From an optimization exercise on the open Yosys and OpenROAD flow, aimed at small area; shortcuts taken in it are not production practice. In this exercise RTL edits were held to simulation tests only and were not proved equivalent to the original. No activity file was given, so power comes from the tool's default toggle rates.

==> flow/design.v <==
`default_nettype none
 `default_nettype none
module j4( input  wire clk
         , input  wire rst                       
         , output reg  [12:0] pc
         , input  wire [15:0] instr
         , output wire io_we                     
         , output wire io_re                     
         , output wire [16-1:0] io_ptr
         , input  wire [16-1:0] io_in
         , output wire [16-1:0] io_out
    );
reg  [16-1:0] T;
reg  [4-1:0] dsp, rsp;
wire is_lit  = instr[15];
wire is_jmp  = instr[15:13] == 3'b000;
wire is_cjmp = instr[15:13] == 3'b001;
wire is_call = instr[15:13] == 3'b010;
wire is_alu  = instr[15:13] == 3'b011;
wire [3:0] op = instr[11:8];
wire [15:0] aop = {16{is_alu}} & (16'd1 << op);   
wire [1:0] dd = is_lit ? 2'b01 : is_alu ? instr[1:0] : 2'b00;
wire [1:0] ee = is_call ? 2'b01 : is_alu ? instr[3:2] : 2'b00;
wire [3:0] dsp_n = dsp + {{2{dd[1]}}, dd};
wire [3:0] rsp_n = rsp + {{2{ee[1]}}, ee};
wire ds_we = is_lit | (is_alu & instr[7]);
wire rs_we = is_call | (is_alu & instr[6]);
wire [15:0] ds_wr, rs_wr;        
wire [15:0] ds_sn, rs_sn;        
genvar g, b;
generate for (g = 0; g < 16; g = g + 1) begin: DEC
    assign ds_wr[g] = ds_we & (dsp_n == g);
    assign rs_wr[g] = rs_we & (rsp_n == g);
    assign ds_sn[g] = ~(dsp == g);
    assign rs_sn[g] = ~((rsp == g) & ~is_call);
end endgenerate
wire [12:0] pc_inc = pc + 13'd1;
wire [16-1:0] N;
wire [12:0] R;                   
wire [16-1:0] ds_q [0:15];
wire [12:0]       rs_q [0:15];
generate for (g = 0; g < 16; g = g + 1) begin: DS
    reg [16-1:0] q;
    always @(posedge clk) if (ds_wr[g]) q <= T;
    assign ds_q[g] = q;
end endgenerate
generate for (g = 0; g < 16; g = g + 1) begin: RS
    reg [12:0] q;
    always @(posedge clk) if (rs_wr[g]) q <= R;
    assign rs_q[g] = q;
end endgenerate
generate for (b = 0; b < 16; b = b + 1) begin: NRD
    wire [15:0] col;
    for (g = 0; g < 16; g = g + 1) begin: C
        assign col[g] = ds_q[g][b];
    end
    wire [7:0] t;
    for (g = 0; g < 8; g = g + 1) begin: P
        j4_o22ai u (.a1(ds_sn[2*g]), .a2(col[2*g]), .b1(ds_sn[2*g+1]), .b2(col[2*g+1]), .y(t[g]));
    end
    j4_nor8 u0 (.a(t), .y(N[b]));
end endgenerate
generate for (b = 0; b < 13; b = b + 1) begin: RRD
    wire [15:0] col;
    for (g = 0; g < 16; g = g + 1) begin: C
        assign col[g] = rs_q[g][b];
    end
    wire [7:0] t;
    for (g = 0; g < 8; g = g + 1) begin: P
        j4_o22ai u (.a1(rs_sn[2*g]), .a2(col[2*g]), .b1(rs_sn[2*g+1]), .b2(col[2*g+1]), .y(t[g]));
    end
    wire rd;
    j4_nor8 u0 (.a(t), .y(rd));
    assign R[b] = rd & (~is_call | pc_inc[b]);
end endgenerate
wire sub  = aop[7] | aop[8] | aop[15];
wire ones = aop[10] | aop[13];
wire bsel1 = aop[2] | ones;      
wire bsel0 = sub | ones;         
wire keep = ~is_lit & ~is_alu;   
wire [3:0] tt = rst ? 4'b0000 :
                ({4{keep | aop[0]}} & 4'b1010) |
                ({4{aop[1]}}        & 4'b1100) |
                ({4{aop[2] | aop[5]}} & 4'b0110) |
                ({4{aop[3]}}        & 4'b1000) |
                ({4{aop[4]}}        & 4'b1110) |
                ({4{aop[6] | aop[10]}} & 4'b0101) |
                ({4{sub}}           & 4'b1001);
wire [16-1:0] p, gen, B, sum;
generate for (b = 0; b < 16; b = b + 1) begin: PG
    j4_mux4  ul (.d0(tt[0]), .d1(tt[1]), .d2(tt[2]), .d3(tt[3]), .s0(T[b]), .s1(N[b]), .y(p[b]));
    j4_mux2i ub (.a0(~bsel0), .a1(~bsel1), .s(N[b]), .y(B[b]));
    assign gen[b] = T[b] & B[b];
end endgenerate
wire [16:0] kg [0:7];
wire [16:0] kp [0:7];
assign kg[0] = {gen, sub};
assign kp[0] = {p, 1'b0};
genvar l;
generate for (l = 0; l < 7; l = l + 1) begin: BK
    localparam integer D = (l < 4) ? (1 << l) : (1 << (6 - l));
    for (b = 0; b <= 16; b = b + 1) begin: K
        if ((l < 4) ? ((b % (2*D)) == 2*D - 1) : (((b + 1) % (2*D)) == D && b > D)) begin: M
            assign kg[l+1][b] = kg[l][b] | (kp[l][b] & kg[l][b - D]);
            assign kp[l+1][b] = kp[l][b] & kp[l][b - D];
        end else begin: C
            assign kg[l+1][b] = kg[l][b];
            assign kp[l+1][b] = kp[l][b];
        end
    end
end endgenerate
wire [16:0] cy = kg[7];      
assign sum = p ^ cy[16-1:0];
wire eq  = &p;                                   
wire ult = cy[16] & ~eq;                     
wire slt = (N[15] ^ T[15]) ? N[15] : ult;        
wire cmpv = ~rst & ((aop[7] & eq) | (aop[8] & slt) | (aop[15] & ult));
wire e_sum = ~rst & (keep | (|aop[6:0]) | aop[10] | aop[13]);
wire e_shr = ~rst & aop[9];
wire e_r   = ~rst & aop[11];
wire e_in  = ~rst & aop[12];
wire e_lit = ~rst & is_lit;
wire e_ptr = ~rst & aop[14];
wire [16-1:0] Px  = {8'd0, rsp, dsp};
wire [16-1:0] T_n;
generate for (b = 0; b < 16; b = b + 1) begin: TN
    wire x1, x2, x3;
    if (b < 16-1)
        j4_a22oi  ua (.a1(sum[b]), .a2(e_sum), .b1(T[b+1]), .b2(e_shr), .y(x1));
    else
        j4_nand2  ua (.a(sum[b]), .b(e_sum), .y(x1));
    if (b < 13)
        j4_a222oi ub (.a1(R[b]), .a2(e_r), .b1(io_in[b]), .b2(e_in), .c1(instr[b]), .c2(e_lit), .y(x2));
    else if (b < 15)
        j4_a22oi  ub (.a1(io_in[b]), .a2(e_in), .b1(instr[b]), .b2(e_lit), .y(x2));
    else
        j4_nand2  ub (.a(io_in[b]), .b(e_in), .y(x2));
    if (b < 8)
        j4_a21oi  uc (.a1(Px[b]), .a2(e_ptr), .b1(cmpv), .y(x3));
    else
        assign x3 = ~cmpv;
    j4_nand3 un (.a(x1), .b(x2), .c(x3), .y(T_n[b]));
end endgenerate
wire tz = ~|T;
wire s_jmp = ~rst & (is_jmp | is_call | (is_cjmp & tz));
wire s_ret = ~rst & is_alu & instr[12];
wire s_inc = ~rst & ~s_jmp & ~s_ret;
wire [12:0] pc_n;
generate for (b = 0; b < 13; b = b + 1) begin: PCN
    wire x;
    j4_a222oi u (.a1(pc_inc[b]), .a2(s_inc), .b1(instr[b]), .b2(s_jmp), .c1(R[b]), .c2(s_ret), .y(x));
    assign pc_n[b] = ~x;
end endgenerate
assign io_we  = is_alu & instr[5];
assign io_re  = aop[12] & (|T[15:14]);
assign io_ptr = T;
assign io_out = N;
always @(posedge clk) begin
    pc  <= pc_n;
    T   <= T_n;
    dsp <= rst ? 4'd0 : dsp_n;
    rsp <= rst ? 4'd0 : rsp_n;
end
endmodule
module j4_o22ai(input wire a1, input wire a2, input wire b1, input wire b2, output wire y);
    assign y = ~((a1 | a2) & (b1 | b2));
endmodule
module j4_nor8(input wire [7:0] a, output wire y);
    assign y = ~|a;
endmodule
module j4_mux2i(input wire a0, input wire a1, input wire s, output wire y);
    assign y = ~(s ? a1 : a0);
endmodule
module j4_mux4(input wire d0, input wire d1, input wire d2, input wire d3,
               input wire s0, input wire s1, output wire y);
    assign y = s1 ? (s0 ? d3 : d2) : (s0 ? d1 : d0);
endmodule
module j4_fa(input wire a, input wire b, input wire ci, output wire s, output wire co);
    assign {co, s} = a + b + ci;
endmodule
module j4_a222oi(input wire a1, input wire a2, input wire b1, input wire b2,
                 input wire c1, input wire c2, output wire y);
    assign y = ~((a1 & a2) | (b1 & b2) | (c1 & c2));
endmodule
module j4_nand4(input wire a, input wire b, input wire c, input wire d, output wire y);
    assign y = ~(a & b & c & d);
endmodule
module j4_a22oi(input wire a1, input wire a2, input wire b1, input wire b2, output wire y);
    assign y = ~((a1 & a2) | (b1 & b2));
endmodule
module j4_nand3(input wire a, input wire b, input wire c, output wire y);
    assign y = ~(a & b & c);
endmodule
module j4_nand2(input wire a, input wire b, output wire y);
    assign y = ~(a & b);
endmodule
module j4_a21oi(input wire a1, input wire a2, input wire b1, output wire y);
    assign y = ~((a1 & a2) | b1);
endmodule
Settings: LEC_CHECK=0, CAP_MARGIN=20, CORE_MARGIN=2, CORE_UTILIZATION=65, GPL_TIMING_DRIVEN=0, SLEW_MARGIN=20, SYNTH_HIERARCHICAL=1; clock period 6.0 ns.
standard.sh (not shown) runs the stock make flow with config.mk's settings and CLKGATE_MAP_FILE= SYNTH_SCRIPT=/design/flow/synth_recipe.tcl, a recipe that flattens the netlist after the stock synthesis.
==> flow/flow/run.sh <==
#!/bin/bash
# Layout flow: the standard ORFS flow (standard synthesis unchanged), with
#  - single-drive buf_1 cells as the port buffers,
#  - a clock tree of clkbuf_4 cells with sink clusters of at most 10 flops
#    and 40 um, and no dummy loads,
#  - after global routing, slew and capacitance repair again and a greedy
#    area recovery that keeps a setup slack margin (flow/post_grt.tcl).
# make's full output goes to orfs_make.log in the work folder.
set -euo pipefail
bash standard.sh \
  "BUFFER_PORTS_ARGS=-buffer_cell sky130_fd_sc_hd__buf_1" \
  "CTS_ARGS=-sink_clustering_enable -repair_clock_nets -dont_use_dummy_load -sink_clustering_size 10 -sink_clustering_max_diameter 40 -buf_list {sky130_fd_sc_hd__clkbuf_4}" \
  "POST_GLOBAL_ROUTE_TCL=$PWD/flow/post_grt.tcl" \
  finish > orfs_make.log 2>&1
==> flow/flow/post_grt.tcl <==
# Runs after global routing.
# 1. Repair max slew and max capacitance again (after the timing repair).
# 2. Greedy area recovery: each combinational gate or non-clock buffer is
#    swapped for the smallest lower drive strength of the same cell family
#    that keeps the worst setup slack above a margin and adds no slew or
#    capacitance violation. Flip-flops, clock-tree cells, tie and tap cells
#    are left as they are.
# 3. Legalize and update the global routes of the changed nets.
set slack_margin 0.15e-9  ;# seconds

proc master_area {name} {
  set m [[ord::get_db] findMaster $name]
  return [expr [$m getWidth] * [$m getHeight]]
}

proc drc_count {} {
  return [expr [sta::max_slew_violation_count] + [sta::max_capacitance_violation_count]]
}

global_route -start_incremental
repair_design_helper

set lib_cells {}
foreach lc [get_lib_cells sky130_fd_sc_hd__tt_025C_1v80/*] { lappend lib_cells [get_name $lc] }
set base_drc [drc_count]
set n_swapped 0
foreach inst [get_cells *] {
  set cell [get_property $inst ref_name]
  if {![regexp {^(sky130_fd_sc_hd__[a-z0-9]+)_([0-9]+)$} $cell -> family size]} continue
  if {[regexp {__(df|edf|sdf|dl|clkbuf|clkinv|tap|fill|decap|conb|diode)} $family]} continue
  set smaller {}
  foreach s {0 1 2 4 6 8 12 16} {
    set cand "${family}_$s"
    if {$s < $size && [lsearch -exact $lib_cells $cand] >= 0
        && [master_area $cand] < [master_area $cell]} { lappend smaller $cand }
  }
  foreach cand $smaller {
    replace_cell $inst $cand
    if {[sta::worst_slack_cmd max] >= $slack_margin && [drc_count] <= $base_drc} {
      incr n_swapped
      break
    }
    replace_cell $inst $cell
  }
}
puts "Area recovery: downsized $n_swapped instances"

detailed_placement
global_route -end_incremental
estimate_parasitics -global_routing
check_placement -verbose
write_guides $::env(RESULTS_DIR)/route.guide
The first run finished clean.
Then changed:
--- a/flow/flow/run.sh
+++ b/flow/flow/run.sh
@@ -5,5 +5,6 @@
 #    and 40 um, and no dummy loads,
 #  - after global routing, slew and capacitance repair again and a greedy
-#    area recovery that keeps a setup slack margin (flow/post_grt.tcl).
+#    area recovery that keeps a setup slack margin, then setup repair
+#    (flow/post_grt.tcl).
 # make's full output goes to orfs_make.log in the work folder.
 set -euo pipefail
--- a/flow/flow/post_grt.tcl
+++ b/flow/flow/post_grt.tcl
@@ -1,4 +1,4 @@
-# Runs after global routing.
-# 1. Repair max slew and max capacitance again (after the timing repair).
+# Runs after global routing and the power recovery (which downsizes gates).
+# 1. Repair max slew and max capacitance again.
 # 2. Greedy area recovery: each combinational gate or non-clock buffer is
 #    swapped for the smallest lower drive strength of the same cell family
@@ -7,4 +7,6 @@
 #    are left as they are.
 # 3. Legalize and update the global routes of the changed nets.
+# 4. Repair setup timing towards a small margin, where the estimates used in
+#    step 2 were optimistic, and legalize and route again.
 set slack_margin 0.15e-9  ;# seconds
 
@@ -49,4 +51,11 @@
 global_route -end_incremental
 estimate_parasitics -global_routing
+
+# give the critical paths back a setup margin where the recovery was optimistic
+repair_timing -setup -setup_margin 0.1 -skip_last_gasp -verbose
+global_route -start_incremental
+detailed_placement
+global_route -end_incremental
+estimate_parasitics -global_routing
 check_placement -verbose
 write_guides $::env(RESULTS_DIR)/route.guide
After rerunning:
- The new run produced a clean layout
- non-clock buffer count increases by 1
- wire length stays flat
- setup slack improves by 0.12 ns
- sequential power barely changes
- sequential share of layout area is about the same
- die area does not change
- cell area stays flat

re-timing with driven ports:
No port has a modelled driver above. Below, the same layouts with a new extraction and two added sets of constraints.
Step 1 assumes that a clkbuf_16 drives the clock port and a buf_2 every other input.
Step 2 also shifts input and output timing later by t, the mid clock arrival at the registers, as if the neighbouring blocks saw the same clock.
Slacks: ideal / step 1 / step 2; pairs: ideal / step 1.
run | t, ns | setup WS [ns] | worst setup path at the end | latest minus earliest clock arrival (ns)
the first run | 0.764 | 0.242 / 0.250 / -0.514 | input to register | 0.099 / 0.099
the second run | 0.768 | 0.363 / 0.363 / -0.308 | input to register | 0.106 / 0.105
With both steps, setup timing fails in the first run and the second run, where it was met with ideal ports. For the first run, which loses most, drivers alone change the setup slack by +0.008 ns; drivers and shift together by -0.756 ns.
